From an optimization exercise on the open Yosys and OpenROAD flow, aimed at small area, a short achievable clock period and few clock cycles; shortcuts taken in it are not production practice.
Only simulation tests tie the RTL to the original design; equivalence was not proved.
No activity file was given, so power comes from the tool's default toggle rates.

== run a ==
Design pp_buffer_wrapper, start of the top module:
module pp_buffer_wrapper #(
    parameter BRAM0_DEPTH = 32,
    parameter BRAM0_DW = 64,
    parameter BRAM1_DEPTH = 32,
    parameter BRAM1_DW = 64,
    parameter BURST_LEN_WIDTH = 8,
    parameter NUM_BURST_WIDTH = 8,
    parameter DDR_ADDR_WIDTH = 29,
    parameter DDR_DW = 64,
    parameter BRAM0_ADDR_WIDTH = $clog2(BRAM0_DEPTH),
    parameter BRAM1_ADDR_WIDTH = $clog2(BRAM1_DEPTH)
)
(
    input clk,
    input rst_n,
    input rd_start,
    input [BURST_LEN_WIDTH - 1 : 0] rd_burst_len,
    input [NUM_BURST_WIDTH - 1 : 0] rd_num_burst,
    input [DDR_ADDR_WIDTH - 1 : 0] rd_start_addr,    
    output rd_ready,
    output rd_done,
    input [BRAM0_ADDR_WIDTH - 1 : 0] rd_start_bram_addr,
    input bram0_r_en,
    input bram1_r_en,
    output [BRAM0_DW - 1 : 0] bram0_rdata,
    output [BRAM1_DW - 1 : 0] bram1_rdata,
    input [BRAM0_ADDR_WIDTH - 1 : 0] bram0_r_addr,
    input [BRAM1_ADDR_WIDTH - 1 : 0] bram1_r_addr,
    output [3: 0] m_axi_arid,
  ...
Settings: LEC_CHECK=0, CAP_MARGIN=20, CORE_MARGIN=2, CORE_UTILIZATION=70, CTS_CLUSTER_DIAMETER=80, CTS_CLUSTER_SIZE=25, HOLD_SLACK_MARGIN=0.03, PLACE_DENSITY=0.8, SETUP_SLACK_MARGIN=1.8, SLEW_MARGIN=20; clock period 4.0 ns.
run.sh (not shown) runs the stock make flow with config.mk's settings and CLKGATE_MAP_FILE= SYNTH_SCRIPT=/design/flow/synth_recipe.tcl, a recipe that flattens the netlist after the stock synthesis.
Testbench counts of run a, summed over its fixed seeds: cycles 15,526.
The following lists how run b was set up differently from run a:
# run a
export LEC_CHECK = 0
export CAP_MARGIN = 20
export CORE_MARGIN = 2
export CORE_UTILIZATION = 70
export CTS_CLUSTER_DIAMETER = 80
export CTS_CLUSTER_SIZE = 25
export HOLD_SLACK_MARGIN = 0.03
export PLACE_DENSITY = 0.8
export SETUP_SLACK_MARGIN = 1.8
export SLEW_MARGIN = 20
create_clock -name core_clock -period 4.0 [get_ports {clk}]
# run b
export LEC_CHECK = 0
export CAP_MARGIN = 20
export CORE_MARGIN = 2
export CORE_UTILIZATION = 70
export CTS_CLUSTER_DIAMETER = 80
export CTS_CLUSTER_SIZE = 25
export HOLD_SLACK_MARGIN = 0.03
export PLACE_DENSITY = 0.8
export SETUP_SLACK_MARGIN = 1.8
export SLEW_MARGIN = 20
export POST_GLOBAL_PLACE_TCL = /design/flow/flow/move_obuf.tcl
create_clock -name core_clock -period 4.0 [get_ports {clk}]
==> flow/flow/run.sh (new file) <==
#!/bin/bash
# Standard layout (the standard.sh: standard synthesis, floorplan, placement,
# CTS, routing) with one hook after global placement: each output port's buffer
# is moved from the port toward the cell that drives it (move_obuf.tcl), so the
# long wire to the port is driven by the port buffer instead of the register.
set -e
WORK=$PWD
export POST_GLOBAL_PLACE_TCL=$WORK/flow/move_obuf.tcl
echo "export POST_GLOBAL_PLACE_TCL = $WORK/flow/move_obuf.tcl" >> config.mk
bash standard.sh > $WORK/standard.log 2>&1
grep -h "move_obuf" $WORK/standard.log orfs/logs/*/*/*/3_3_place_gp.log 2>/dev/null | tee $WORK/move_obuf.log || true
==> flow/flow/move_obuf.tcl (new file) <==
# Move each output port's buffer from the port toward the cell that drives it,
# so that the long wire to the port is driven by the (sizable) port buffer.
set block [ord::get_db_block]
set frac 0.2
set moved 0
foreach bt [$block getBTerms] {
  if {[$bt getIoType] != "OUTPUT"} continue
  set net [$bt getNet]
  if {$net == "NULL"} continue
  set buf ""
  foreach it [$net getITerms] { if {[$it isOutputSignal]} { set buf [$it getInst] } }
  if {$buf == ""} continue
  set n2 ""
  foreach it [$buf getITerms] { if {[$it isInputSignal] && [$it getNet] != "NULL"} { set n2 [$it getNet] } }
  if {$n2 == ""} continue
  set drv ""
  foreach it [$n2 getITerms] { if {[$it isOutputSignal]} { set drv [$it getInst] } }
  if {$drv == ""} continue
  set dl [$drv getLocation]
  set pb [$bt getBBox]
  set px [expr {([$pb xMin] + [$pb xMax]) / 2}]
  set py [expr {([$pb yMin] + [$pb yMax]) / 2}]
  set x [expr {int([lindex $dl 0] + $frac * ($px - [lindex $dl 0]))}]
  set y [expr {int([lindex $dl 1] + $frac * ($py - [lindex $dl 1]))}]
  $buf setLocation $x $y
  incr moved
}
puts "move_obuf: moved $moved output buffers"
==> flow/standard.sh (new file) <==
#!/bin/bash
# synth_recipe.tcl (not shown) runs the flow's synth.tcl, then flattens the netlist and writes it again
# the make line also repeats each setting of config.mk as NAME=value (left out here)
make -C /OpenROAD-flow-scripts/flow DESIGN_CONFIG=/design/flow/config.mk WORK_HOME=/design/flow/orfs CLKGATE_MAP_FILE= SYNTH_SCRIPT=/design/flow/synth_recipe.tcl "${@:-finish}"
removed: flow/run.sh
[summary]
- Run b gives less register share of the cell area than run a did.
- The largest clock skew in the final design reported for run b is greater than that of run a by 21 ps.
- In run b the non-clock buffer instance count of the final layout turned out 2.2% higher than in run a.
- Run b: maximum frequency 3.9% above run a
- In the reports for run a and run b, the larger post-detailed-routing wire length belongs to run b.
- Between run a and run b, the internal power of the cells does not differ in any meaningful way.
- Compared with run a, run b ends up with more cell area.
- Area used by multi-input combinational logic: higher on run b

## static timing again, ports no longer ideal
How much do the figures lean on ideal ports? The routed layouts below were timed once more, with nothing changed but the port constraints.
Step 1 sets driving cells, clkbuf_16 on the clock port and buf_2 on the other inputs (assumed; they add their load-dependent delay and slew).
Step 2 also shifts input and output timing later by t, the mid clock arrival at the registers, as if the neighbouring blocks saw the same clock.
Slacks: ideal ports / drivers / drivers and shift; pairs: ideal ports / drivers.
run | t (ns) | slack for setup (ns) | worst hold slack (ns) | latest minus earliest clock arrival (ns)
run a | 1.004 | 1.478 / 1.376 / 0.675 | 0.060 / -0.017 / 0.463 | 0.046 / 0.046
run b | 1.002 | 1.572 / 1.472 / 0.671 | 0.424 / 0.348 / 0.450 | 0.065 / 0.065
After both steps setup and hold are still met in every run listed. The setup slack of run b, which loses most, moves by -0.100 ns with the drivers and by -0.901 ns with both steps.
